Background: an optimization exercise with open tools, aiming at small area. Do not read the settings as production practice.
Function was not checked in any run shown here: the RTL went through the layout flow alone.

## flow/design.v (module list and top-level ports; edited modules follow where they fit)
// module xor_module: 11 lines
// module reg_module: 12 lines
// module reg_26bits: 11 lines
// module hpc3_and_module: 25 lines
// module aes_bp_graph_coloring: 1668 lines
module aes_bp_graph_coloring (
  input           clk,
  input  [7:0] share0_in,
  input  [7:0] share1_in,
  input  [51:0] rand_bit_share0,
  input  [51:0] rand_bit_share1,
  output [7:0] o_share0,
  output [7:0] o_share1
);
  // ...
==> flow/run.sh <==
#!/bin/bash
# synth_recipe.tcl (not shown) runs the flow's synth.tcl, then flattens the netlist and writes it again
# the make line also repeats each setting of config.mk as NAME=value (left out here)
make -C /OpenROAD-flow-scripts/flow DESIGN_CONFIG=/design/flow/config.mk WORK_HOME=/design/flow/orfs CLKGATE_MAP_FILE= SYNTH_SCRIPT=/design/flow/synth_recipe.tcl finish
==> flow/config.mk <==
export PLATFORM = sky130hd
export DESIGN_NAME = aes_bp_graph_coloring
export DESIGN_NICKNAME = aes_bp_graph_coloring
export VERILOG_FILES = /design/flow/design.v
export SDC_FILE = /design/flow/constraint.sdc
export NUM_CORES = 4
export LEC_CHECK = 0
export CAP_MARGIN = 20
export CORE_MARGIN = 2
export CORE_UTILIZATION = 40
export SLEW_MARGIN = 20
==> flow/constraint.sdc <==
create_clock -name core_clock -period 5.0 [get_ports {clk}]
set_input_delay 1.0000 -clock core_clock [delete_from_list [all_inputs] [get_ports {clk}]]
set_output_delay 1.0000 -clock core_clock [all_outputs]
set_load 0.01 [all_outputs]
==> notes.md, run 1 <==
status no timing/DRC/antenna violations; met2 wire len 12,800 um; drt first pass iters 4; Crit path largest cell delay about 0.55 ns; Hold Path Depth 0; WP buf/inv 1; fin crit share 86.4%; multi-input gates between 800 and 900; WL final 25,200 um; Nets 1,372; DRT met1 WL 10,900 um; Slew Viols, Final 0; Placed Cells about 1,600; largest net degree at the start of global routing 17; Post-Synth Simple-Gate Area 8.26%; sequential cell area share 36.5%; Clock Latency Late Sink 0.51 ns; gr usage total roughly 16%; cells along the critical path xor2_1 -> nor2_1 -> o21bai_1 -> a32o_1 -> xor2_1 -> xnor2_1 -> xnor2_1 -> clkdlybuf4s50_1; Rows 63; vias 7,628; Clock buffer cells 33; Synth area leaders dfxtp_1 43%, xnor2_1 21%, xor2_1 11%; fillers 2,790; Die Area 31,300 um2; initial antenna violation count 0; ANT cells 0; Seq. cell area 5100 um2; Cell Area, Synth approximately 12,000 um2; r2r endpoint T4_1; Routed Antenna Nets 0; Crit Path Category register to output port; Fmax achieved 231 MHz
==> run 2: changes to the inputs <==
--- a/flow/config.mk
+++ b/flow/config.mk
@@ -8,4 +8,6 @@
 export CAP_MARGIN = 20
 export CORE_MARGIN = 2
 export CORE_UTILIZATION = 40
+export CTS_BUF_LIST = sky130_fd_sc_hd__clkbuf_4
+export CTS_CLUSTER_SIZE = 12
 export SLEW_MARGIN = 20
==> run 2 against run 1 <==
Against the previous run:
- cell area fell by 0.22%
- routed wire length up 0.35%
- clock-buffer cell count up 57
- critical path depth did not move
- synthesized area did not move
- register-to-register slack better by 0.07 ns
- maximum frequency shrank 4.8%
- synthesized cell count stayed put
- highest routed layer unchanged
- die area stayed put
==> notes.md, run 2 <==
Worst path slowest cell clkdlybuf4s50_1 (unchanged); Worst Setup End Kind output port (unchanged); DRC Markers 0 (unchanged); Hold Vio Cnt, Final 0 (unchanged); crit-path leading delay family XOR/XNOR gates (unchanged); Synth area leaders dfxtp_1 43%, xnor2_1 21%, xor2_1 11% (unchanged); Crit Path Category register to output port (unchanged); Synth area leader dfxtp_1 (unchanged); DR vias/cell 4.55 (was 4.60); H-tree levels 2 (was 1); TNS Setup 0 ns (unchanged); Die H 177 um (unchanged); Max Buffers Root-to-Sink 3 (unchanged); largest net degree at the start of global routing 20 (was 17); # IOs 137 (unchanged); Post-Syn Instances 1,177 (unchanged); Slew Viols, Final 0 (unchanged); gpl congestion 0.872 (unchanged); status no timing/DRC/antenna violations (unchanged); Non-Filler Instances 1,725 (was 1,659); Setup Skew 0.0723 ns (was 0.0149 ns); core area 29,600 um2 (unchanged); placed cell areas 13,100 um2 (unchanged); Seq. cell area 5100 um2 (unchanged); Initial Utilization 40.5% (unchanged); number of global-route vias before repair 7,739 (was 7,444); Clock Latency Late Sink 0.73 ns (was 0.51 ns); Main synth FF type dfxtp_1 (unchanged); Post-synth EDFFs 0 (unchanged); RSZ-0062 raised after global routing no (unchanged); Post-CTS Setup Bufs 0 (unchanged); Fmax achieved 220 MHz (was 231 MHz); pre-CTS setup slack 1.07 ns (unchanged); multi-input logic area 6480 um2 (unchanged); Die Wd 177 um (unchanged); Clock transition at path regs 0.07 ns (about the same); Nets 1,407 (was 1,372); fillers 2,831 (was 2,790); Final HPWL DP 20,600 um (unchanged); maxcap violations 0 (unchanged); Slew HR 48.9% (was 48.5%); Synth Register Bits 255 (unchanged); Die Area 31,300 um2 (unchanged); Iteration-0 DRC Markers 322 (was 282); WP buf/inv 1 (unchanged); CTS tree built (unchanged); largest fanout on the critical path 9 (unchanged); most frequent cells in the layout 292 x xnor2_1, 255 x dfxtp_1, 144 x xor2_1 (unchanged); layout cell share with drive strength beyond 1 9.52% (was 5.36%); CTS buffer count 59 (was 24); Setup-failing EPs final 0 (unchanged); Avg Inst Size Synth 10.2 um2 (unchanged); GR Overflow Total 0 (unchanged); setup ws final 0.463 ns (was 0.679 ns); register area share after synthesis 42.7% (unchanged); most common cell after layout, fill and taps aside xnor2_1 (unchanged); WL per Instance 14.7 um (was 15.2 um); share of the synthesized area in the top cell type 42.7% (unchanged); HP Class register to register (unchanged); cts repair resizes 0 (unchanged); WL final 25,300 um (was 25,200 um); Layout area overhead 16.6% (was 16.8%); ys async rst share 0% (unchanged); Root Driver clkbuf_4 (was clkbuf_16); Crit path arrival time 3.54 ns (was 3.32 ns); first-pass GRT wire length 40,100 um (was 39,800 um); gr usage total 16.6% (was 16.4%); drt first pass iters 5 (was 4); Worst EP required 4.00 ns (about the same); Startpoint Class register (unchanged); Routed Antenna Nets 0 (unchanged); syn_nets 1,298 (unchanged); Slew @ Worst Pin 0.760 ns (was 0.767 ns); cells along the critical path xor2_1 -> nor2_1 -> o21bai_1 -> a32o_1 -> xor2_1 -> xnor2_1 -> xnor2_1 -> clkdlybuf4s50_1 (unchanged); CTS sink count 255 (unchanged); Placed Cells 1,615 (unchanged); Final min period 4.54 ns (was 4.32 ns); Hold Buf Count CTS 0 (unchanged); initial antenna violation count 1 (was 0); fin crit share 90.7% (was 86.4%); port bufs 84 (unchanged); post-synthesis cell type count 63 (unchanged); Cell Area, Synth 12,000 um2 (unchanged); vias 7,848 (was 7,628); most frequent cell after synthesis xnor2_1 (unchanged); Rows 63 (unchanged); Crit path largest cell delay 0.55 ns (about the same); Post-Layout Inst Area 13,900 um2 (was 14,000 um2); synth cell count leaders 292 x xnor2_1, 255 x dfxtp_1, 144 x xor2_1, 108 x nand2_1, 47 x inv_1 (unchanged); Synth Warn # 1 (unchanged)
-- run 2: final timing paths --
path / from / endpoint / slack, ns / depth (start not counted)
worst max register to register: Tm38_1 / T4_1 / 2.21 / 7
worst min-delay path: ra16_d2 / ra16_d3 / 0.29 / 0
worst max-delay path: m39_r4_0 / o_share0[4] / 0.46 / 8
worst min register to register: ra16_d2 / ra16_d3 / 0.29 / 0
-- run 2: layout make-up --
cell class / instances / share of cell area [%]
inverter: 48 / 1.29
antenna: 1 / 0.0180
clock buffer: 90 / 4.85
timing repair buffer: 86 / 6.14
sequential: 255 / 36.6
tap: 390 / 3.50
clock inverter: 19 / 1.07
multi-input combinational: 836 / 46.5
-- run 2: kinds of logic after synthesis --
group,count (synthesis),synth area share (%)
compound gates,139,8.25
xor+xnor,460,36.2
fa+ha+maj,1,0.0837
buf+inv,86,3.10
flops,255,42.7
mux,17,1.45
simple gates,219,8.26
-- run 2: worst reg2reg max path, stage by stage, from the launching register on --
cell,delay [ns]
dfxtp_1,0.32
a21boi_0,0.54
o211ai_1,0.34
and2_0,0.36
o32ai_2,0.42
xnor2_1,0.25
xor2_1,0.33
xnor2_1,0.20
-- run 2: routing by layer --
| metal | track usage [%] | routed length (um) | vias to the layer above | part of all wire [%] |
|---|---|---|---|---|
| met3 | 3.29 | 1020 | 33 | 4.1 |
| li1 | - | - | 4080 | - |
| met2 | 30.4 | 13000 | 162 | 51 |
| met1 | 19.3 | 10800 | 3573 | 43 |
| met4 | 5.30 | 472 | 0 | 1.9 |
| met5 | 0 | 0 | - | 0 |
-- run 2: through the flow --
step | util, % | hold WS, ns
global placement | 44.4 | 0.310
detailed placement | 44.4 | 0.312
global route | 47.2 | 0.321
CTS | 47.1 | 0.307
floorplan | - | 0.310
finish | 47.2 | 0.286
==> run 3: changes to the inputs <==
--- a/flow/config.mk
+++ b/flow/config.mk
@@ -8,6 +8,6 @@
 export CAP_MARGIN = 20
 export CORE_MARGIN = 2
 export CORE_UTILIZATION = 40
-export CTS_BUF_LIST = sky130_fd_sc_hd__clkbuf_4
-export CTS_CLUSTER_SIZE = 12
+export CTS_BUF_LIST = sky130_fd_sc_hd__clkbuf_8
+export CTS_CLUSTER_SIZE = 24
 export SLEW_MARGIN = 20
==> run 3 against run 2 <==
Against the previous run:
- global-route usage is 0.056 points lower
- routed wire length is 0.11% lower
- critical path depth stayed put
==> notes.md, run 3 <==
status no timing/DRC/antenna violations (unchanged); Hold Vio Cnt, Final 0 (unchanged); reg2reg setup slack 2.16 ns (was 2.21 ns); Worst EP required 4.00 ns (about the same); Die Wd 177 um (unchanged); Synth Register Bits 255 (unchanged); post-synthesis cell type count 63 (unchanged); Initial Utilization 40.5% (unchanged); gpl congestion 0.872 (unchanged); Slew Viols, Final 0 (unchanged); Slew @ Worst Pin 0.766 ns (was 0.760 ns); Avg Inst Size Synth 10.2 um2 (unchanged); initial antenna violation count 0 (was 1); DRC Markers 0 (unchanged); Layout area overhead 16.3% (was 16.6%); vias 7,695 (was 7,848); Synth area leaders dfxtp_1 43%, xnor2_1 21%, xor2_1 11% (unchanged); Cell Area, Synth 12,000 um2 (unchanged); maxcap violations 0 (unchanged); CTS tree built (unchanged); number of global-route vias before repair 7,596 (was 7,739); Crit Path Category register to output port (unchanged); Post-CTS Setup Bufs 0 (unchanged); pre-CTS setup slack 1.07 ns (unchanged); Die H 177 um (unchanged); cts repair resizes 0 (unchanged); Synth Warn # 1 (unchanged); drt first pass iters 4 (was 5); syn_nets 1,298 (unchanged); Startpoint Class register (unchanged); Placed Cells 1,615 (unchanged); first-pass GRT wire length 39,800 um (was 40,100 um); Post-synth EDFFs 0 (unchanged); Slew HR 48.6% (was 48.9%); HP Class register to register (unchanged); largest net degree at the start of global routing 17 (was 20); port bufs 84 (unchanged); layout cell share with drive strength beyond 1 6.52% (was 9.52%); most common cell after layout, fill and taps aside xnor2_1 (unchanged); Clock transition at path regs 0.07 ns (about the same); Root Driver clkbuf_8 (was clkbuf_4); Setup-failing EPs final 0 (unchanged); hold_ws 0.312 ns (was 0.286 ns); Main synth FF type dfxtp_1 (unchanged); Rows 63 (unchanged); hold_sp rc0_d2 (was ra16_d2); WL final 25,300 um (about the same); largest fanout on the critical path 9 (unchanged); Reg-to-Reg Start Tm38_1 (unchanged); H-tree levels 2 (unchanged); CTS sink count 255 (unchanged); Hold Buf Count CTS 0 (unchanged); ANT cells 0 (was 1); fin crit share 87.0% (was 90.7%); Fmax achieved 230 MHz (was 220 MHz); beginning of the critical path m39_r4_0 (unchanged); gr usage total 16.5% (was 16.6%); Max Buffers Root-to-Sink 3 (unchanged); Worst Setup End Kind output port (unchanged); core area 29,600 um2 (unchanged); most frequent cell after synthesis xnor2_1 (unchanged); Final min period 4.35 ns (was 4.54 ns); RSZ-0062 raised after global routing no (unchanged); Iteration-0 DRC Markers 334 (was 322); DR vias/cell 4.58 (was 4.55); Final HPWL DP 20,600 um (unchanged); Post-Syn Instances 1,177 (unchanged); most frequent cells in the layout 292 x xnor2_1, 255 x dfxtp_1, 144 x xor2_1 (unchanged); Non-Filler Instances 1,679 (was 1,725); Routed Antenna Nets 0 (unchanged); register area share after synthesis 42.7% (unchanged); # IOs 137 (unchanged); Setup Skew 0.0356 ns (was 0.0723 ns); WL per Instance 15.0 um (was 14.7 um); Synth area leader dfxtp_1 (unchanged); Nets 1,386 (was 1,407); Clock Latency Late Sink 0.54 ns (was 0.73 ns); Die Area 31,300 um2 (unchanged); setup ws final 0.649 ns (was 0.463 ns); synth cell count leaders 292 x xnor2_1, 255 x dfxtp_1, 144 x xor2_1, 108 x nand2_1, 47 x inv_1 (unchanged); share of the synthesized area in the top cell type 42.7% (unchanged); GR Overflow Total 0 (unchanged); CTS buffer count 38 (was 59); ys async rst share 0% (unchanged); TNS Setup 0 ns (unchanged); Crit path arrival time 3.35 ns (was 3.54 ns)
[run 3: cell counts after synthesis]
Identical to the previous run, type by type.
[run 3: layout make-up]
type	instances	area (um2)
inverter	48	180
clock buffer	49	674
clock inverter	15	124
sequential	255	5100
timing repair buffer	86	856
fill	2800	15700
tap	390	488
multi-input combinational	836	6480
[run 3: kinds of logic after synthesis]
logic type,Yosys count,share of synthesized area (%)
compound gates,139,8.25
fa+ha+maj,1,0.0837
simple gates,219,8.26
mux,17,1.45
buf+inv,86,3.10
xor+xnor,460,36.2
flops,255,42.7
[run 3: metrics by stage]
step | util, % | cell area, um2
final | 47.1 | 13900
after global routing | 47.1 | 13900
after CTS | 47.1 | 13900
after detailed placement | 44.4 | 13100
after global placement | 44.4 | 13100
after floorplan | - | 12000
[run 3: critical path: stages, from the launching register on]
cell and delay, ns:
dfxtp_1 0.55, xor2_1 0.39, nor2_1 0.11, o21bai_1 0.18, a32o_1 0.27, xor2_1 0.21, xnor2_1 0.39, xnor2_1 0.17
clkdlybuf4s50_1 0.55
[run 3: final timing paths]
kind / cells after the start / endpoint
max: 8 / o_share0[4]
min: 0 / rc0_d3
max reg2reg: 7 / T4_1
min reg2reg: 0 / rc0_d3
[run 3: metal layers]
metal  routed length, um  track usage (%)  vias up
li1                    -                -     3994
met1               10600             19.4     3499
met2               12800             30.2      154
met3                1080             2.58       48
met4                 698             6.13        0
met5                   0                0        -
==> run 4: changes to the inputs <==
--- a/flow/config.mk
+++ b/flow/config.mk
@@ -5,9 +5,8 @@
 export SDC_FILE = /design/flow/constraint.sdc
 export NUM_CORES = 4
 export LEC_CHECK = 0
+export ABC_AREA = 1
 export CAP_MARGIN = 20
 export CORE_MARGIN = 2
 export CORE_UTILIZATION = 40
-export CTS_BUF_LIST = sky130_fd_sc_hd__clkbuf_8
-export CTS_CLUSTER_SIZE = 24
 export SLEW_MARGIN = 20
==> run 4 against run 3 <==
Against the previous run:
- still clean on timing, DRC and antenna
- register-to-register slack gained 0.69 ns
- clock-buffer cell count shrank 16
- core utilization grew 0.48 points
- sequential cell count is the same
- synthesized area grew 6.1%
- synthesized cell count grew 44%
- sequential share of layout area shrank 2.5 points
- worst setup slack gained 0.53 ns
- routed wire length grew 15%
- highest routed layer unchanged
==> notes.md, run 4 <==
Startpoint Class register (unchanged); share of the synthesized area in the top cell type 40.2% (was 42.7%); syn_nets 1,812 (was 1,298); CTS sink count 255 (unchanged); Rows 65 (was 63); Crit path arrival time 2.82 ns (was 3.35 ns); Slew @ Worst Pin 0.816 ns (was 0.766 ns); hold_ws 0.320 ns (was 0.312 ns); Fmax achieved 262 MHz (was 230 MHz); Clock Latency Late Sink 0.54 ns (about the same); HP Class register to register (unchanged); Final HPWL DP 24,600 um (was 20,600 um); fin crit share 76.4% (was 87.0%); H-tree levels 1 (was 2); drt first pass iters 5 (was 4); Synth area leaders dfxtp_1 40%, nand2_1 18%, xor2_1 12% (was dfxtp_1 43%, xnor2_1 21%, xor2_1 11%); Post-Syn Instances 1,691 (was 1,177); TNS Setup 0 ns (unchanged); Die Wd 182 um (was 177 um); RSZ-0062 raised after global routing no (unchanged); Placed Cells 2,174 (was 1,615); post-synthesis cell type count 30 (was 63); # IOs 137 (unchanged); Root Driver clkbuf_16 (was clkbuf_8); register area share after synthesis 40.2% (was 42.7%); Clock transition at path regs 0.06 ns (was 0.07 ns); maxcap violations 0 (unchanged); Die Area 33,200 um2 (was 31,300 um2); Non-Filler Instances 2,221 (was 1,679); Slew Viols, Final 0 (unchanged); Post-CTS Setup Bufs 0 (unchanged); WL per Instance 13.1 um (was 15.0 um); Crit path largest cell delay 0.56 ns (was 0.55 ns); Nets 1,922 (was 1,386); GR Overflow Total 0 (unchanged); Iteration-0 DRC Markers 608 (was 334); cells along the critical path inv_1 -> nand2_1 -> nand2_1 -> inv_1 -> nand2_1 -> nand2_1 -> nand2_2 -> xnor2_1 -> xor2_1 -> xor2_1 -> clkdlybuf4s50_1 (was xor2_1 -> nor2_1 -> o21bai_1 -> a32o_1 -> xor2_1 -> xnor2_1 -> xnor2_1 -> clkdlybuf4s50_1); layout cell share with drive strength beyond 1 6.93% (was 6.52%); Cell Area, Synth 12,700 um2 (was 12,000 um2); initial antenna violation count 0 (unchanged); most frequent cell after synthesis nand2_1 (was xnor2_1); Synth Register Bits 255 (unchanged); synth cell count leaders 625 x nand2_1, 255 x dfxtp_1, 209 x inv_1, 171 x nand3_1, 168 x xor2_1 (was 292 x xnor2_1, 255 x dfxtp_1, 144 x xor2_1, 108 x nand2_1, 47 x inv_1); placed cell areas 14,000 um2 (was 13,100 um2); WP buf/inv 3 (was 1); most frequent cells in the layout 625 x nand2_1, 255 x dfxtp_1, 209 x inv_1 (was 292 x xnor2_1, 255 x dfxtp_1, 144 x xor2_1); Final min period 3.82 ns (was 4.35 ns); gr usage total 17.8% (was 16.5%); Post-synth EDFFs 0 (unchanged); Layout area overhead 17.6% (was 16.3%); Initial Utilization 40.4% (was 40.5%); Synth Warn # 1 (unchanged); final core utilization 47.5% (was 47.1%); setup ws final 1.18 ns (was 0.649 ns); vias 10,100 (was 7,695); largest net degree at the start of global routing 15 (was 17); multi-input logic area 6740 um2 (was 6480 um2); CTS buffer count 27 (was 38); DRC Markers 0 (unchanged); Hold Vio Cnt, Final 0 (unchanged); core area 31,400 um2 (was 29,600 um2); status no timing/DRC/antenna violations (unchanged); Synth area leader dfxtp_1 (unchanged); Worst EP required 4.00 ns (about the same); largest fanout on the critical path 5 (was 9); CTS tree built (unchanged); Routed Antenna Nets 0 (unchanged); crit-path leading delay family XOR/XNOR gates (unchanged); Setup-failing EPs final 0 (unchanged); pre-CTS setup slack 1.72 ns (was 1.07 ns); Post-Layout Inst Area 14,900 um2 (was 13,900 um2); Crit path top cell by count nand2_1; port bufs 84 (unchanged); Avg Inst Size Synth 7.51 um2 (was 10.2 um2); number of global-route vias before repair 9,604 (was 7,596); cts repair resizes 0 (unchanged); gpl congestion 0.947 (was 0.872); Crit Path Category register to output port (unchanged); Setup Skew 0.0303 ns (was 0.0356 ns); Worst Setup End Kind output port (unchanged); Hold Buf Count CTS 0 (unchanged); Worst path slowest cell clkdlybuf4s50_1 (was dfxtp_1); WL final 29,100 um (was 25,300 um); Die H 182 um (was 177 um); Slew HR 45.4% (was 48.6%); Seq. cell area 5100 um2 (unchanged); Main synth FF type dfxtp_1 (unchanged); fillers 3,088 (was 2,800); ys async rst share 0% (unchanged); DR vias/cell 4.54 (was 4.58); ANT cells 0 (unchanged); first-pass GRT wire length 46,800 um (was 39,800 um); Max Buffers Root-to-Sink 3 (unchanged); most common cell after layout, fill and taps aside nand2_1 (was xnor2_1)
run 4: final timing paths:
kind / startpoint / endpoint / slack, ns / cells past startpoint
worst max-delay path: m38_r4_0 / o_share0[6] / 1.18 / 11
worst min-delay path: b0_d1_t17 / b0_d2_t17 / 0.32 / 0
worst max register to register: ra23_d3 / T4_1 / 2.85 / 17
worst min register to register: b0_d1_t17 / b0_d2_t17 / 0.32 / 0
run 4: logic make-up (layout without fill, tap and decap cells):
kind of cell	Yosys count	after routing	synth area share (%)
AOI/OAI and AO/OA	8	8	0.394
DFF	255	255	40.2
buffers and inverters	223	351	6.67
xor gates and xnor gates	303	303	22.4
and+or+nand+nor	902	902	30.3
run 4: worst register-to-register path, cell delays in order, from the launching register on:
cell and delay [ns]:
dfxtp_1 0.46, inv_1 0.11, nand2_1 0.10, nand2_1 0.16
nand2_1 0.10, nand2_1 0.12, nand3_1 0.20, inv_1 0.10
nand2_1 0.07, nand2_1 0.07, nand2_1 0.09, nand2_1 0.09
nand2_1 0.07, nand2_1 0.07, inv_1 0.05, nand2_1 0.04
nand2_1 0.08, inv_1 0.05
run 4: layout make-up:
cell class | count | share of cell area (%)
timing repair buffer | 84 | 5.63
inverter | 220 | 5.53
tap | 402 | 3.37
sequential | 255 | 34.2
clock inverter | 14 | 1.14
clock buffer | 33 | 4.95
multi-input combinational | 1213 | 45.2
run 4: metal layers:
layer,GRT usage (%),vias to the layer above,part of all wire [%]
met5,0,-,0
met2,31.7,253,48
met4,6.55,0,3.1
met1,22.0,4425,45
met3,2.24,57,4.5
li1,-,5341,-
==> run 5: changes to the inputs <==
--- a/flow/config.mk
+++ b/flow/config.mk
@@ -5,7 +5,7 @@
 export SDC_FILE = /design/flow/constraint.sdc
 export NUM_CORES = 4
 export LEC_CHECK = 0
-export ABC_AREA = 1
+export ABC_CLOCK_PERIOD_IN_PS = 20000
 export CAP_MARGIN = 20
 export CORE_MARGIN = 2
 export CORE_UTILIZATION = 40
==> run 5 against run 4 <==
Against the previous run:
- clock-buffer cell count stayed put
- register-to-register slack worse by 0.71 ns
- routed wire length is 13% lower
- core utilization is 0.28 points lower
- synthesized area is 5.8% lower
- clock skew is 0.015 ns lower
- sequential share of layout area is 2.3 points higher
- synthesized cell count is 30% lower
==> notes.md, run 5 <==
post-synthesis cell type count 63 (was 30); cts repair resizes 0 (unchanged); Post-Syn Instances 1,177 (was 1,691); first-pass GRT wire length 39,800 um (was 46,800 um); setup ws final 0.679 ns (was 1.18 ns); Fmax achieved 231 MHz (was 262 MHz); Final HPWL DP 20,600 um (was 24,600 um); gr usage total 16.4% (was 17.8%); Main synth FF type dfxtp_1 (unchanged); Hold Buf Count CTS 0 (unchanged); GR Overflow Total 0 (unchanged); fin crit share 86.4% (was 76.4%); Non-Filler Instances 1,659 (was 2,221); Hold Vio Cnt, Final 0 (unchanged); HP Class register to register (unchanged); register area share after synthesis 42.7% (was 40.2%); Avg Inst Size Synth 10.2 um2 (was 7.51 um2); Die H 177 um (was 182 um); Setup-failing EPs final 0 (unchanged); vias 7,628 (was 10,100); layout cell share with drive strength beyond 1 5.36% (was 6.93%); share of the synthesized area in the top cell type 42.7% (was 40.2%); Post-Layout Inst Area 14,000 um2 (was 14,900 um2); Slew @ Worst Pin 0.767 ns (was 0.816 ns); TNS Setup 0 ns (unchanged); Root Driver clkbuf_16 (unchanged); Post-synth EDFFs 0 (unchanged); placed cell areas 13,100 um2 (was 14,000 um2); Synth Register Bits 255 (unchanged); CTS buffer count 24 (was 27); Initial Utilization 40.5% (was 40.4%); Nets 1,372 (was 1,922); Setup Skew 0.0149 ns (was 0.0303 ns); synth cell count leaders 292 x xnor2_1, 255 x dfxtp_1, 144 x xor2_1, 108 x nand2_1, 47 x inv_1 (was 625 x nand2_1, 255 x dfxtp_1, 209 x inv_1, 171 x nand3_1, 168 x xor2_1); most frequent cells in the layout 292 x xnor2_1, 255 x dfxtp_1, 144 x xor2_1 (was 625 x nand2_1, 255 x dfxtp_1, 209 x inv_1); hold_ws 0.315 ns (was 0.320 ns); RSZ-0062 raised after global routing no (unchanged); Iteration-0 DRC Markers 282 (was 608); Synth area leaders dfxtp_1 43%, xnor2_1 21%, xor2_1 11% (was dfxtp_1 40%, nand2_1 18%, xor2_1 12%); Placed Cells 1,615 (was 2,174); CTS sink count 255 (unchanged); number of global-route vias before repair 7,444 (was 9,604); drt first pass iters 4 (was 5); Synth Warn # 1 (unchanged); Crit Path Category register to output port (unchanged); initial antenna violation count 0 (unchanged); Post-CTS Setup Bufs 0 (unchanged); WL final 25,200 um (was 29,100 um); WL per Instance 15.2 um (was 13.1 um); gpl congestion 0.872 (was 0.947); ANT cells 0 (unchanged); Routed Antenna Nets 0 (unchanged); Final min period 4.32 ns (was 3.82 ns); Worst Setup End Kind output port (unchanged); DRC Markers 0 (unchanged); Die Area 31,300 um2 (was 33,200 um2); most common cell after layout, fill and taps aside xnor2_1 (was nand2_1); largest net degree at the start of global routing 17 (was 15); Rows 63 (was 65); maxcap violations 0 (unchanged); final core utilization 47.3% (was 47.5%); largest fanout on the critical path 9 (was 5); Synth area leader dfxtp_1 (unchanged); fillers 2,790 (was 3,088); core area 29,600 um2 (was 31,400 um2); port bufs 84 (unchanged); Crit path arrival time 3.32 ns (was 2.82 ns); Die Wd 177 um (was 182 um); Cell Area, Synth 12,000 um2 (was 12,700 um2); H-tree levels 1 (unchanged); ys async rst share 0% (unchanged); status no timing/DRC/antenna violations (unchanged); Max Buffers Root-to-Sink 3 (unchanged); # IOs 137 (unchanged); CTS tree built (unchanged); Worst EP required 4.00 ns (about the same); Layout area overhead 16.8% (was 17.6%); DR vias/cell 4.60 (was 4.54); Startpoint Class register (unchanged); pre-CTS setup slack 1.07 ns (was 1.72 ns); most frequent cell after synthesis xnor2_1 (was nand2_1); syn_nets 1,298 (was 1,812); Clock transition at path regs 0.07 ns (was 0.06 ns); Clock Latency Late Sink 0.51 ns (was 0.54 ns); Slew HR 48.5% (was 45.4%); Slew Viols, Final 0 (unchanged)
## run 5: changes by cell type in the layout (fill, tap and decap cells not counted), sizes merged, moves of 16 or more
cell   delta
o21ai    +18
nand4    -16
nand2   -550
inv     -175
nand3   -161
xnor2   +181
a21oi    +25
xor2     -40
## run 5: critical path: stages (launching register included)
cell	delay, ns
dfxtp_1	0.54
xor2_1	0.39
nor2_1	0.11
o21bai_1	0.17
a32o_1	0.27
xor2_1	0.21
xnor2_1	0.39
xnor2_1	0.17
clkdlybuf4s50_1	0.55
## run 5: routing by layer
layer | vias to the layer above | part of all wire, % | track usage (%)
met5 | - | 0 | 0
met4 | 0 | 2.1 | 4.34
met3 | 36 | 3.5 | 2.13
met2 | 150 | 51 | 30.3
met1 | 3482 | 43 | 19.8
li1 | 3960 | - | -
## run 5: kinds of logic after synthesis
logic type / Yosys count / share of synthesized area (%)
mux: 17 / 1.45
fa+ha+maj: 1 / 0.0837
xor+xnor: 460 / 36.2
compound gates: 139 / 8.25
simple gates: 219 / 8.26
flops: 255 / 42.7
buf+inv: 86 / 3.10
## run 5: path summary, 6_finish.rpt
path,startpoint,to,slack (ns),cells past startpoint
max,m39_r4_0,o_share0[4],0.68,8
min,ra18_d2,ra18_d3,0.32,0
max reg2reg,Tm38_1,T4_1,2.14,7
min reg2reg,ra18_d2,ra18_d3,0.32,0
## run 5: area by class of cell
| type | count | area (um2) | area share, % |
|---|---|---|---|
| clock inverters | 11 | 183 | 1.31 |
| flip-flops and latches | 255 | 5100 | 36.5 |
| clock buffers | 33 | 676 | 4.84 |
| inverters | 48 | 180 | 1.29 |
| repair buffers | 86 | 856 | 6.13 |
| well taps | 390 | 488 | 3.49 |
| multi-input cells | 836 | 6480 | 46.4 |
==> run 6: changes to the inputs <==
--- a/flow/config.mk
+++ b/flow/config.mk
@@ -5,6 +5,7 @@
 export SDC_FILE = /design/flow/constraint.sdc
 export NUM_CORES = 4
 export LEC_CHECK = 0
+export ABC_AREA = 1
 export ABC_CLOCK_PERIOD_IN_PS = 20000
 export CAP_MARGIN = 20
 export CORE_MARGIN = 2
==> run 6 against run 5 <==
Against the previous run:
- highest routed layer unchanged
- hold slack better by 0.0050 ns
- critical path depth increased by 3
- first-iteration DRC count rose by 120%
==> notes.md, run 6 <==
CTS buffer count 27 (was 24); cts repair resizes 0 (unchanged); Placed Cells 2,174 (was 1,615); Clock transition at path regs 0.06 ns (was 0.07 ns); TNS Setup 0 ns (unchanged); RSZ-0062 raised after global routing no (unchanged); setup ws final 1.18 ns (was 0.679 ns); Synth area leader dfxtp_1 (unchanged); drt first pass iters 5 (was 4); Post-CTS Setup Bufs 0 (unchanged); Die H 182 um (was 177 um); initial antenna violation count 0 (unchanged); Setup Skew 0.0303 ns (was 0.0149 ns); layout cell share with drive strength beyond 1 6.93% (was 5.36%); maxcap violations 0 (unchanged); register area share after synthesis 40.2% (was 42.7%); Routed Antenna Nets 0 (unchanged); WL per Instance 13.1 um (was 15.2 um); Crit path arrival time 2.82 ns (was 3.32 ns); H-tree levels 1 (unchanged); pre-CTS setup slack 1.72 ns (was 1.07 ns); most common cell after layout, fill and taps aside nand2_1 (was xnor2_1); DRC Markers 0 (unchanged); ANT cells 0 (unchanged); Synth Warn # 1 (unchanged); number of global-route vias before repair 9,604 (was 7,444); Synth Register Bits 255 (unchanged); Post-Syn Instances 1,691 (was 1,177); largest fanout on the critical path 5 (was 9); Die Area 33,200 um2 (was 31,300 um2); largest net degree at the start of global routing 15 (was 17); GR Overflow Total 0 (unchanged); gpl congestion 0.947 (was 0.872); Final HPWL DP 24,600 um (was 20,600 um); Slew Viols, Final 0 (unchanged); placed cell areas 14,000 um2 (was 13,100 um2); WL final 29,100 um (was 25,200 um); Nets 1,922 (was 1,372); Cell Area, Synth 12,700 um2 (was 12,000 um2); synth cell count leaders 625 x nand2_1, 255 x dfxtp_1, 209 x inv_1, 171 x nand3_1, 168 x xor2_1 (was 292 x xnor2_1, 255 x dfxtp_1, 144 x xor2_1, 108 x nand2_1, 47 x inv_1); status no timing/DRC/antenna violations (unchanged); Synth area leaders dfxtp_1 40%, nand2_1 18%, xor2_1 12% (was dfxtp_1 43%, xnor2_1 21%, xor2_1 11%); DR vias/cell 4.54 (was 4.60); Startpoint Class register (unchanged); Non-Filler Instances 2,221 (was 1,659); CTS sink count 255 (unchanged); Avg Inst Size Synth 7.51 um2 (was 10.2 um2); fin crit share 76.4% (was 86.4%); Root Driver clkbuf_16 (unchanged); Crit Path Category register to output port (unchanged); Post-synth EDFFs 0 (unchanged); port bufs 84 (unchanged); Worst Setup End Kind output port (unchanged); post-synthesis cell type count 30 (was 63); Final min period 3.82 ns (was 4.32 ns); reg2reg setup slack 2.85 ns (was 2.14 ns); Setup-failing EPs final 0 (unchanged); # IOs 137 (unchanged); Rows 65 (was 63); HP Class register to register (unchanged); Max Buffers Root-to-Sink 3 (unchanged); Slew @ Worst Pin 0.816 ns (was 0.767 ns); most frequent cell after synthesis nand2_1 (was xnor2_1); Iteration-0 DRC Markers 608 (was 282); most frequent cells in the layout 625 x nand2_1, 255 x dfxtp_1, 209 x inv_1 (was 292 x xnor2_1, 255 x dfxtp_1, 144 x xor2_1); ys async rst share 0% (unchanged); Fmax achieved 262 MHz (was 231 MHz); Die Wd 182 um (was 177 um); gr usage total 17.8% (was 16.4%); Worst EP required 4.00 ns (about the same); Post-Layout Inst Area 14,900 um2 (was 14,000 um2); share of the synthesized area in the top cell type 40.2% (was 42.7%); first-pass GRT wire length 46,800 um (was 39,800 um); Hold Buf Count CTS 0 (unchanged); Layout area overhead 17.6% (was 16.8%); core area 31,400 um2 (was 29,600 um2); CTS tree built (unchanged); Slew HR 45.4% (was 48.5%); Clock Latency Late Sink 0.54 ns (was 0.51 ns); vias 10,100 (was 7,628); Initial Utilization 40.4% (was 40.5%); Main synth FF type dfxtp_1 (unchanged); Hold Vio Cnt, Final 0 (unchanged); syn_nets 1,812 (was 1,298); final core utilization 47.5% (was 47.3%)
-- run 6: cell count changes in the layout (fill, tap and decap cells not counted), moves of 24 or more --
cell     change
nand2_1    +517
xor2_1      +24
nand2_2     +31
a21oi_1     -25
nand3_1    +158
xnor2_1    -180
inv_1      +162
-- run 6: routing by layer --
layer | part of all wire, % | wire length (um) | global-route usage, %
met1 | 45 | 13000 | 22.0
met2 | 48 | 13800 | 31.7
met3 | 4.5 | 1320 | 2.24
met4 | 3.1 | 910 | 6.55
met5 | 0 | 0 | 0
-- run 6: stage by stage --
step                      hold WS (ns)
after detailed placement         0.312
after floorplan                  0.310
after global placement           0.310
after global routing             0.324
final                            0.320
after CTS                        0.321
-- run 6: worst paths after layout --
check             startpoint     endpoint  cells past startpoint
setup / recovery    m38_r4_0  o_share0[6]                     11
hold / removal     b0_d1_t17    b0_d2_t17                      0
setup reg to reg     ra23_d3         T4_1                     17
hold reg to reg    b0_d1_t17    b0_d2_t17                      0
-- run 6: final cells by class --
type | instances | area (um2)
clock buffers | 33 | 738
flip-flops and latches | 255 | 5100
fillers | 3088 | 16500
multi-input cells | 1213 | 6740
repair buffers | 84 | 841
well taps | 402 | 503
inverters | 220 | 826
clock inverters | 14 | 170
-- run 6: worst max-delay path, cell delays in order (launching register included) --
cell             delay, ns
dfxtp_1               0.40
inv_1                 0.08
nand2_1               0.06
nand2_1               0.08
inv_1                 0.11
nand2_1               0.06
nand2_1               0.09
nand2_2               0.08
xnor2_1               0.39
xor2_1                0.22
xor2_1                0.17
clkdlybuf4s50_1       0.56
-- run 6: cell families (layout without fill, tap and decap cells) --
group / count (synthesis) / in the layout / synth area share (%)
simple gates: 902 / 902 / 30.3
xor+xnor: 303 / 303 / 22.4
buf+inv: 223 / 351 / 6.67
flops: 255 / 255 / 40.2
compound gates: 8 / 8 / 0.394
==> run 7: changes to the inputs <==
==> flow/flow/run.sh (new file) <==
#!/bin/bash
set -euo pipefail
bash standard.sh "BUFFER_PORTS_ARGS=-buffer_cell sky130_fd_sc_hd__buf_1" finish > standard_flow.log 2>&1
==> flow/standard.sh (new file) <==
#!/bin/bash
# synth_recipe.tcl (not shown) runs the flow's synth.tcl, then flattens the netlist and writes it again
# the make line also repeats each setting of config.mk as NAME=value (left out here)
make -C /OpenROAD-flow-scripts/flow DESIGN_CONFIG=/design/flow/config.mk WORK_HOME=/design/flow/orfs CLKGATE_MAP_FILE= SYNTH_SCRIPT=/design/flow/synth_recipe.tcl "${@:-finish}"
--- a/flow/config.mk
+++ b/flow/config.mk
@@ -5,8 +5,6 @@
 export SDC_FILE = /design/flow/constraint.sdc
 export NUM_CORES = 4
 export LEC_CHECK = 0
-export ABC_AREA = 1
-export ABC_CLOCK_PERIOD_IN_PS = 20000
 export CAP_MARGIN = 20
 export CORE_MARGIN = 2
 export CORE_UTILIZATION = 40
removed: flow/run.sh
==> run 7 against run 6 <==
Against the previous run:
- still clean
- clock-buffer cell count is 2 lower
- core utilization is 2.4 points lower
- sequential share of layout area is 4.0 points higher
- critical path type unchanged
- largest cell class unchanged
==> notes.md, run 7 <==
fin crit share 78.3% (was 76.4%); Routed Antenna Nets 0 (unchanged); r2r endpoint T4_1 (unchanged); largest net degree at the start of global routing 17 (was 15); Worst EP required 4.00 ns (about the same); Synth Warn # 1 (unchanged); Crit path arrival time 2.92 ns (was 2.82 ns); maxcap violations 0 (unchanged); hold_sp ra19_d2 (was b0_d1_t17); Clock transition at path regs 0.07 ns (was 0.06 ns); post-synthesis cell type count 63 (was 30); most frequent cell after synthesis xnor2_1 (was nand2_1); Synth area leader dfxtp_1 (unchanged); HP Class register to register (unchanged); Placed Cells 1,615 (was 2,174); cts repair resizes 0 (unchanged); Final min period 3.92 ns (was 3.82 ns); number of global-route vias before repair 7,361 (was 9,604); DRC Markers 0 (unchanged); DR vias/cell 4.56 (was 4.54); Crit Path Category register to output port (unchanged); syn_nets 1,298 (was 1,812); Post-Syn Instances 1,177 (was 1,691); Main synth FF type dfxtp_1 (unchanged); Final HPWL DP 20,000 um (was 24,600 um); Rows 63 (was 65); port bufs 84 (unchanged); Avg Inst Size Synth 10.2 um2 (was 7.51 um2); status no timing/DRC/antenna violations (unchanged); CTS tree built (unchanged); Iteration-0 DRC Markers 298 (was 608); Post-CTS Setup Bufs 0 (unchanged); Setup Skew 0.0129 ns (was 0.0303 ns); Layout area overhead 11.6% (was 17.6%); most common cell after layout, fill and taps aside xnor2_1 (was nand2_1); Worst Setup End Kind output port (unchanged); GR Overflow Total 0 (unchanged); reg2reg setup slack 2.19 ns (was 2.85 ns); gpl congestion 0.890 (was 0.947); Slew @ Worst Pin 0.851 ns (was 0.816 ns); Clock Latency Late Sink 0.51 ns (was 0.54 ns); largest fanout on the critical path 9 (was 5); WL per Instance 14.8 um (was 13.1 um); gr usage total 15.8% (was 17.8%); Hold Path Depth 0 (unchanged); vias 7,555 (was 10,100); first-pass GRT wire length 38,700 um (was 46,800 um); Fmax achieved 255 MHz (was 262 MHz); Hold Vio Cnt, Final 0 (unchanged); Startpoint Class register (unchanged); Nets 1,371 (was 1,922); Synth area leaders dfxtp_1 43%, xnor2_1 21%, xor2_1 11% (was dfxtp_1 40%, nand2_1 18%, xor2_1 12%); worst hold endpoint ra19_d3 (was b0_d2_t17); fillers 2,869 (was 3,088); ANT cells 0 (unchanged); synth cell count leaders 292 x xnor2_1, 255 x dfxtp_1, 144 x xor2_1, 108 x nand2_1, 47 x inv_1 (was 625 x nand2_1, 255 x dfxtp_1, 209 x inv_1, 171 x nand3_1, 168 x xor2_1); Reg-to-Reg Start Tm38_1 (was ra23_d3); ys async rst share 0% (unchanged); RSZ-0062 raised after global routing no (unchanged); TNS Setup 0 ns (unchanged); Slew HR 43.3% (was 45.4%); Die H 177 um (was 182 um); Post-synth EDFFs 0 (unchanged); share of the synthesized area in the top cell type 42.7% (was 40.2%); WL final 24,600 um (was 29,100 um); initial antenna violation count 0 (unchanged); Worst R2R Path Depth 7 (was 17); Die Area 31,300 um2 (was 33,200 um2); H-tree levels 1 (unchanged); Cell Area, Synth 12,000 um2 (was 12,700 um2); Slew Viols, Final 0 (unchanged); core area 29,600 um2 (was 31,400 um2); Synth Register Bits 255 (unchanged); layout cell share with drive strength beyond 1 5.38% (was 6.93%); CTS buffer count 23 (was 27); Non-Filler Instances 1,655 (was 2,221); Initial Utilization 40.5% (was 40.4%); drt first pass iters 4 (was 5); register area share after synthesis 42.7% (was 40.2%); most frequent cells in the layout 292 x xnor2_1, 255 x dfxtp_1, 144 x xor2_1 (was 625 x nand2_1, 255 x dfxtp_1, 209 x inv_1); Setup-failing EPs final 0 (unchanged); CTS sink count 255 (unchanged); Root Driver clkbuf_16 (unchanged); # IOs 137 (unchanged); Die Wd 177 um (was 182 um); Max Buffers Root-to-Sink 3 (unchanged); Hold Buf Count CTS 0 (unchanged)
[run 7: cell count changes after synthesis, moves of 21 or more]
cell,before,now
nand2_1,625,108
xnor2_1,112,292
inv_1,209,47
nand3_1,171,13
nand2_2,31,0
a21oi_1,0,25
xor2_1,168,144
buf_2,2,23
[run 7: layout make-up]
class	instances	area [um2]	area share, %
clock buffer	31	666	4.99
clock inverter	9	97.6	0.731
inverter	48	180	1.35
multi-input combinational	836	6480	48.6
sequential	255	5100	38.2
tap	390	488	3.66
timing repair buffer	86	330	2.47
[run 7: per-stage QoR]
stage	hold WS [ns]	setup WS [ns]	util (%)	area [um2]
2_1_floorplan	0.310	1.94	-	12000
3_3_place_gp	0.310	1.43	42.6	12600
3_5_place_dp	0.312	1.40	42.6	12600
4_1_cts	0.314	1.03	45.2	13300
5_1_grt	0.321	0.809	45.2	13300
6_report	0.318	1.08	45.2	13300
[run 7: worst max-delay path, cell delays in order, from the launching register on]
cell and delay [ns]:
dfxtp_1 0.53, xor2_1 0.38, nor2_1 0.12, o21bai_1 0.18
a32o_1 0.27, xor2_1 0.21, xnor2_1 0.40, xnor2_1 0.16
buf_1 0.17
[run 7: layer usage]
metal / vias to the layer above / track usage, % / wire, um
li1: 3946 / - / -
met1: 3446 / 19.1 / 10900
met2: 131 / 29.4 / 12300
met3: 32 / 1.80 / 845
met4: 0 / 4.34 / 521
met5: - / 0 / 0
[run 7: kinds of logic after synthesis]
| family | count (synthesis) | share of synthesized area [%] |
|---|---|---|
| buf+inv | 86 | 3.10 |
| compound gates | 139 | 8.25 |
| flops | 255 | 42.7 |
| mux | 17 | 1.45 |
| fa+ha+maj | 1 | 0.0837 |
| xor+xnor | 460 | 36.2 |
| simple gates | 219 | 8.26 |
[run 7: worst max path at each step]
stage | start | end | slack [ns] | depth (start not counted)
global route | m39_r4_0 | o_share0[2] | 0.81 | 8
finish | m39_r4_0 | o_share0[4] | 1.08 | 8
CTS | m39_r4_0 | o_share0[4] | 1.03 | 8
floorplan | m38_r4_1 | o_share1[2] | 1.94 | 8
global placement | share0_in[2] | Tm23_0 | 1.43 | 8
detailed placement | share0_in[2] | Tm21_0 | 1.40 | 8

-- separate check: timing with driven ports --
The results above use ideal ports. As a check the final layouts listed here were re-extracted and re-timed, cells and wires unchanged. Step 1 assumes that a clkbuf_16 drives the clock port and a buf_2 every other input. Step 2 moves the port delays by t, midway between the first and last clock arrival at a register: inputs arrive t later, outputs are due t later. That takes back most of the time a late clock gives input paths. Three values: ideal ports, drivers, drivers and shift; two values: the first two.
| run | t, ns | slack for setup (ns) | worst setup path after step 2 | worst register clock-pin slew, ns |
|---|---|---|---|---|
| run 1 | 0.558 | 0.679 / 0.628 / 1.061 | input to register | 0.07 / 0.07 |
| run 2 | 0.738 | 0.463 / 0.419 / 1.044 | input to register | 0.07 / 0.07 |
| run 3 | 0.570 | 0.649 / 0.603 / 1.079 | input to register | 0.07 / 0.07 |
| run 4 | 0.582 | 1.178 / 1.124 / 1.706 | register to output | 0.06 / 0.06 |
| run 5 | 0.558 | 0.679 / 0.628 / 1.061 | input to register | 0.07 / 0.07 |
| run 6 | 0.582 | 1.178 / 1.124 / 1.706 | register to output | 0.06 / 0.06 |
| run 7 | 0.551 | 1.083 / 1.032 / 1.392 | input to register | 0.07 / 0.07 |
After both steps every run listed still meets setup and hold.
